This design comes from an exercise in tuning for a short achievable clock period and few clock cycles on the open sky130 flow, not from production work.
Function was checked by simulation only, so behaviour that the tests miss may differ from the original.
Power is estimated from default activity; no workload was simulated.

<file path="design/flow/run.sh">
#!/bin/bash
# synth_recipe.tcl (not shown) runs the flow's synth.tcl, then flattens the netlist and writes it again
# the make line also repeats each setting of config.mk as NAME=value (left out here)
make -C /OpenROAD-flow-scripts/flow DESIGN_CONFIG=/design/flow/config.mk WORK_HOME=/design/flow/orfs CLKGATE_MAP_FILE= SYNTH_SCRIPT=/design/flow/synth_recipe.tcl finish
</file>
<file path="design/flow/constraint.sdc">
create_clock -name core_clock -period 13.0 [get_ports {clk}]
set_input_delay 2.6000 -clock core_clock [delete_from_list [all_inputs] [get_ports {clk}]]
set_output_delay 2.6000 -clock core_clock [all_outputs]
set_load 0.01 [all_outputs]
</file>
<file path="design/flow/config.mk">
export PLATFORM = sky130hd
export DESIGN_NAME = riscvsingle
export DESIGN_NICKNAME = riscvsingle
export VERILOG_FILES = /design/flow/design.v
export SDC_FILE = /design/flow/constraint.sdc
export NUM_CORES = 4
export LEC_CHECK = 0
export CAP_MARGIN = 20
export CORE_MARGIN = 2
export CORE_UTILIZATION = 40
export SLEW_MARGIN = 20
</file>
<file path="design/flow/design.v">
module riscvsingle(clk, reset,
                   PC,
                   Instr,
                   MemWrite,
                   ALUResult, WriteData,
                   ReadData);
  input clk, reset;
  output [63:0] PC;
  input  [31:0] Instr;
  output MemWrite;
  output [63:0] ALUResult, WriteData;
  input  [63:0] ReadData;
  reg [63:0] pc_f;
  reg        x_br;         
  reg        x_jal;
  reg        x_ld;
  reg        x_sd;
  reg        x_we;         
  reg [4:0]  x_rd;
  reg [31:0] x_oh1, x_oh2;   
  reg        x_wdld;       
  reg        x_bimm;
  reg [63:0] x_imm;
  reg        x_sub;
  reg        x_sand, x_sor, x_sslt, x_ssum;
  reg [63:0] x_pc4;
  reg [63:0] x_tgt;
  reg        m_we;
  reg        m_ld;
  reg [4:0]  m_rd;
  reg [63:0] m_res;
  reg [63:0] alu_q;
  reg [63:0] wd_q;
  reg        mw_q;
  reg [63:0] rf [1:31];
  assign PC        = pc_f;
  assign ALUResult = alu_q;
  assign WriteData = wd_q;
  assign MemWrite  = mw_q;
  wire [6:0] op    = Instr[6:0];
  wire [4:0] f_rs1 = Instr[19:15];
  wire [4:0] f_rs2 = Instr[24:20];
  wire [4:0] f_rd  = Instr[11:7];
  wire [2:0] f3    = Instr[14:12];
  wire f_r    = (op[6:4] == 3'b011);
  wire f_i    = (op[6:4] == 3'b001);
  wire f_ld   = (op[6:4] == 3'b000);
  wire f_sd   = (op[6:4] == 3'b010);
  wire f_b    = (op[6:4] == 3'b110) & ~op[2];
  wire f_jal  = (op[6:4] == 3'b110) &  op[2];
  wire f_same = (f_rs1 == f_rs2);
  wire f_pred = f_jal | (f_b & f_same);
  wire f_br   = f_b & ~f_same;
  wire f_use1 = f_r | f_i | f_ld | f_sd | f_br;
  wire f_use2 = f_r | f_br;
  wire f_wrd  = (f_r | f_i | f_ld | f_jal) & (f_rd != 5'd0);
  wire x_ldw  = x_ld & x_we;
  wire m1     = (f_rs1 == x_rd);
  wire m2     = (f_rs2 == x_rd);
  wire hazard = x_ldw & ((f_use1 & m1) | (f_use2 & m2));
  wire fwd1   = x_we & m1;
  wire fwd2   = x_we & m2;
  wire [20:0] imm21;
  assign imm21[0]     = 1'b0;
  assign imm21[4:1]   = op[3] ? Instr[24:21] : Instr[11:8];
  assign imm21[10:5]  = Instr[30:25];
  assign imm21[11]    = op[3] ? Instr[20] : Instr[7];
  assign imm21[19:12] = op[3] ? Instr[19:12] : {8{Instr[31]}};
  assign imm21[20]    = Instr[31];
  wire [21:0] tlo = {1'b0, pc_f[20:0]} + {1'b0, imm21};
  wire [42:0] pc_hi_inc = pc_f[63:21] + 43'd1;
  wire [42:0] pc_hi_dec = pc_f[63:21] - 43'd1;
  wire [42:0] thi = (Instr[31] == tlo[21]) ? pc_f[63:21] :
                    (tlo[21] ? pc_hi_inc : pc_hi_dec);
  wire [63:0] f_tgt = {thi, tlo[20:0]};
  wire [63:0] pc_seq = pc_f + 64'd4;
  reg [63:0] ra, rb;
  integer k;
  always @(*) begin
    ra = {64{x_oh1[0]}} & m_res;
    rb = {64{x_oh2[0]}} & m_res;
    for (k = 1; k < 32; k = k + 1) begin
      ra = ra | ({64{x_oh1[k]}} & rf[k]);
      rb = rb | ({64{x_oh2[k]}} & rf[k]);
    end
  end
  wire [63:0] opb  = x_bimm ? x_imm : rb;
  wire [63:0] opbx = x_sub ? ~opb : opb;
  wire [64:0] sum1 = {ra, 1'b1} + {opbx, x_sub};
  wire [63:0] sum  = sum1[64:1];
  wire        lt   = (ra[63] != opb[63]) ? ra[63] : sum[63];
  wire        eq   = (ra == rb);
  wire [63:0] res  = ({64{x_ssum}} & sum) |
                     ({64{x_sand}} & (ra & opb)) |
                     ({64{x_sor}}  & (ra | opb)) |
                     {63'd0, x_sslt & lt};
  wire [63:0] mres = x_jal ? x_pc4 : res;
  wire redirect = x_br & eq;
  wire [63:0] pc_next = redirect ? x_tgt :
                        hazard   ? pc_f  :
                        f_pred   ? f_tgt : pc_seq;
  wire bubble = redirect | hazard;
  always @(posedge clk or posedge reset)
    if (reset) begin
      pc_f  <= 64'd0;
      x_br  <= 1'b0;
      x_jal <= 1'b0;
      x_ld  <= 1'b0;
      x_sd  <= 1'b0;
      x_we  <= 1'b0;
      m_we  <= 1'b0;
      m_ld  <= 1'b0;
      mw_q  <= 1'b0;
    end else begin
      pc_f  <= pc_next;
      x_br  <= ~bubble & f_br;
      x_jal <= ~bubble & f_jal;
      x_ld  <= ~bubble & f_ld;
      x_sd  <= ~bubble & f_sd;
      x_we  <= ~bubble & f_wrd;
      m_we  <= x_we;
      m_ld  <= x_ld;
      mw_q  <= x_sd;
    end
  integer j;
  always @(posedge clk) begin
    x_rd   <= f_rd;
    x_oh1[0] <= fwd1;
    x_oh2[0] <= fwd2;
    for (j = 1; j < 32; j = j + 1) begin
      x_oh1[j] <= (f_rs1 == j) & ~fwd1;
      x_oh2[j] <= (f_rs2 == j) & ~fwd2;
    end
    x_wdld <= x_ldw & m2;
    x_bimm <= ~op[5] | ~op[4];           
    x_imm  <= {{53{Instr[31]}}, Instr[30:25],
               f_sd ? Instr[11:7] : Instr[24:20]};
    x_sub  <= (f_r & (f3 == 3'b000) & Instr[30]) | ((f_r | f_i) & (f3 == 3'b010));
    x_sand <= (f_r | f_i) & (f3 == 3'b111);
    x_sor  <= (f_r | f_i) & (f3 == 3'b110);
    x_sslt <= (f_r | f_i) & (f3 == 3'b010);
    x_ssum <= ~((f_r | f_i) & f3[1]);
    x_pc4  <= pc_seq;
    x_tgt  <= f_tgt;
    m_rd   <= x_rd;
    m_res  <= mres;
    alu_q  <= res;
    wd_q   <= x_wdld ? ReadData : rb;
    if (m_we) rf[m_rd] <= m_ld ? ReadData : m_res;
  end
endmodule
</file>
==> impl_metrics.tcl <==
set metrics [dict create \
    post_cts_buffers 0 \
    skew_ps 66.48 \
    viasPerCell 7.671 \
    antenna_found_initial 44 \
    cts-root-buf "clkbuf_16" \
    yosys_warnings 1 \
    grt_pass1_wl_mm 762.9 \
    outcome "no timing/DRC/antenna violations" \
    p_leak_nw 41.53 \
    dpl_cell_area_um2 117300 \
    grt_max_degree 65 \
    clk_latency_ps 900 \
    finalHoldViolCount 0 \
    synth-seq-area-share_pct 63.76 \
    dp.cells 11930 \
    ys.flop_type "edfxtp_1" \
    dpl.hpwl_mm 335.1 \
    rsz0062_at_grt "no" \
    final_util_pct 46.72 \
    syn_nets 8609 \
    synth_seq_cells 2468 \
    maxCapViolCount 0 \
    syn_to_final_growth_pct 16.05 \
    min_period_ps 9162 \
    cp_max_fo 44 \
    drc_errors 0 \
    relSlewSlack_pct 14.51 \
    layout.cells.non_filler 12510 \
    numCtsBuffers 278 \
    hold_ws_ps 357.5 \
    wl_mm 577.1 \
    finish.instance_area_um2 126700 \
    synthCells 8382 \
    cts.repair.resized 0 \
    maxSlewViolCount 0 \
    worst-endpoint-arrival_ps 9940 \
    drtAntennaViolNets 0 \
    startpoint_type "input pin" \
    fin_crit_sh_pct 70.48 \
    irDropWorstVdd_mv 0.1271 \
    drive_above_1_share_pct 12.42 \
    synth_cell_type_count 97 \
    synthArstFlopShare_pct 2.917 \
    grt_usage_pct 40.01 \
    core_area_um2 271200 \
    grt_pass1_vias 88010 \
    critPathKind "input pin to flip-flop" \
    min_path_type "flip-flop to flip-flop" \
    synth-edff-count 1984 \
    port_buffers 288 \
    fin_nets 8864 \
    fmax_mhz 109.1 \
    syn_area_um2 109200 \
    path_clk_slew_ps 60 \
    dr_total_vias 95960 \
    dieWidth_um 526.5 \
    finalSetupTns_ps 0 \
    numClockSinks 2468 \
    floorplan.die_area_um2 277200 \
    drt-initial-drc-count 23510 \
    post_drt_wl_per_cell_um 46.13 \
    final_common_cell "edfxtp_1" \
    worstPathRequired_ps 13780 \
    setup_viol 0 \
    gr-total-overflow 0 \
    final_cell_mix "1984 x edfxtp_1, 1857 x a22oi_1, 480 x nand4_1, 383 x nand2_1, 342 x dfxtp_1" \
    worstSetupEndpointType "flip-flop" \
    die_h_um 526.5 \
    cts_htree_levels 5 \
    rows 191 \
    gp_congestion 1.015 \
    ctsHoldBuffers 0 \
    initial_core_util_pct 40.26 \
    cts_tree "yes" \
    tightestPinTransition_ps 1279 \
    cts_max_path_buffers 4 \
    first_pass_iters 14 \
    io-pin-count 291 \
    pwr_density_cell_nw_per_um2 198.8 \
    synth_area_per_cell_um2 13.03 \
]
## cells by family (layout without fill, tap and decap cells)
family          after synthesis  in the layout  share of synthesized area (%)
xor+xnor                    295            295                          2.366
simple gates               1667           1667                          8.109
compound gates             2803           2803                          18.74
fa+ha+maj                   129            129                          1.492
buf+inv                     763           1235                          2.949
flops                      2468           2468                          63.76
mux                         257            257                          2.579
other cells                   0             85                              0
## worst paths after layout
path / from / end / slack, ps / cells past startpoint
hold reg to reg: x_sd / mw_q / 360 / 0
setup / recovery: Instr[3] / pc_f[61] / 3840 / 27
hold / removal: x_sd / mw_q / 360 / 0
min in group asynchronous: reset / pc_f[26] / 2130 / 2
max in group asynchronous: reset / pc_f[58] / 9760 / 3
setup reg to reg: x_oh2[28] / m_res[48] / 4840 / 19
## worst max-delay path, cell delays in order
cell             delay (ps)
clkdlybuf4s50_1         840
mux2_2                  400
ha_1                    190
inv_1                    80
fa_1                    200
nor2b_1                  60
o21ai_1                 190
a211o_1                 180
a31oi_1                 100
o21ai_1                 340
a21o_1                  280
o21a_1                  150
buf_4                   440
inv_1                   120
fa_1                    420
nor2b_1                 170
o2111ai_1               160
a211oi_1                410
o2111ai_1               320
a31oi_1                 290
o21ai_0                 150
a211oi_1                430
o2111ai_1               280
a311oi_1                420
nor4_1                   90
or3b_1                  390
a21o_1                  190
## metrics by stage
step | setup WS [ps] | power, W
after floorplan | 4613 | 0.01398
after global placement | 2849 | 0.01689
after detailed placement | 3034 | 0.01695
after CTS | 3951 | 0.02487
after global routing | 3391 | 0.02579
final | 3838 | 0.02520
## where the power goes
group,internal (W),switching [W]
clock,0.00471,0.00341
combinational,0.00206,0.00404
sequential,0.0100,0.000946
## state kept, by name (all words and copies together), names as in the netlist, 5 cells and up
signal and count:
wd_q 64, x_imm 12, x_rd 5, m_rd 5, x_tgt 64, rf 1984, x_oh2 32, x_oh1 32
alu_q 64, m_res 64, x_pc4 63, pc_f 64
## cells in the mapped netlist, types with 105 or more instances
| cell type | n | share of area (%) |
|---|---|---|
| inv_1 | 135 | 0.46 |
| dfxtp_1 | 412 | 7.6 |
| mux2_2 | 177 | 1.8 |
| nor2_1 | 241 | 0.83 |
| buf_2 | 201 | 0.92 |
| ha_1 | 127 | 1.5 |
| nand4_1 | 480 | 2.8 |
| edfxtp_1 | 1984 | 55 |
| nand2_1 | 383 | 1.3 |
| nand3_1 | 149 | 0.68 |
| a21oi_1 | 216 | 0.99 |
| xnor2_1 | 190 | 1.5 |
| xor2_1 | 105 | 0.84 |
| clkbuf_1 | 263 | 0.90 |
| o21ai_0 | 196 | 0.90 |
| a22oi_1 | 1857 | 13 |
| buf_1 | 144 | 0.50 |
## metal layers
layer | vias up | share of wire, % | GRT usage, %
li1 | 34680 | - | -
met2 | 11400 | 39 | 53.94
met5 | - | 0.084 | 0.4848
met1 | 46570 | 33 | 49.22
met3 | 3281 | 19 | 19.61
met4 | 30 | 9.7 | 28.91
## cell type report
cell class / count / area, um2
fill: 23750 / 144500
sequential: 2468 / 69890
multi-input combinational: 5151 / 36890
clock buffer: 362 / 7634
timing repair buffer: 601 / 5583
tap: 3570 / 4467
clock inverter: 135 / 1523
inverter: 137 / 516.7
antenna: 85 / 212.7
Testbench counts, summed over its fixed seeds: cycles 150,831.

separate check: timing with driven ports:
No port has a modelled driver above. Below, the same layout with a new extraction and two added sets of constraints. Step 1 assumes that a clkbuf_16 drives the clock port and a buf_2 every other input. Step 2 times the ports against the registers' clock, not the clock port: input delays grow and output delays shrink by t, the midpoint of the rising clock arrivals with the driver on. Three values: ideal ports, drivers, drivers and shift; two values: the first two.
t (ns): 0.966
slack for setup (ns): 3.838 / 3.914 / 2.948
worst hold slack (ns): 0.357 / 0.357 / 0.357
worst data-port slew with drivers (ns): 0.08
pins driven straight from the clock port: 1
After both steps this run still meets setup and hold. For this run, drivers alone change the setup slack by +0.076 ns; drivers and shift together by -0.890 ns.
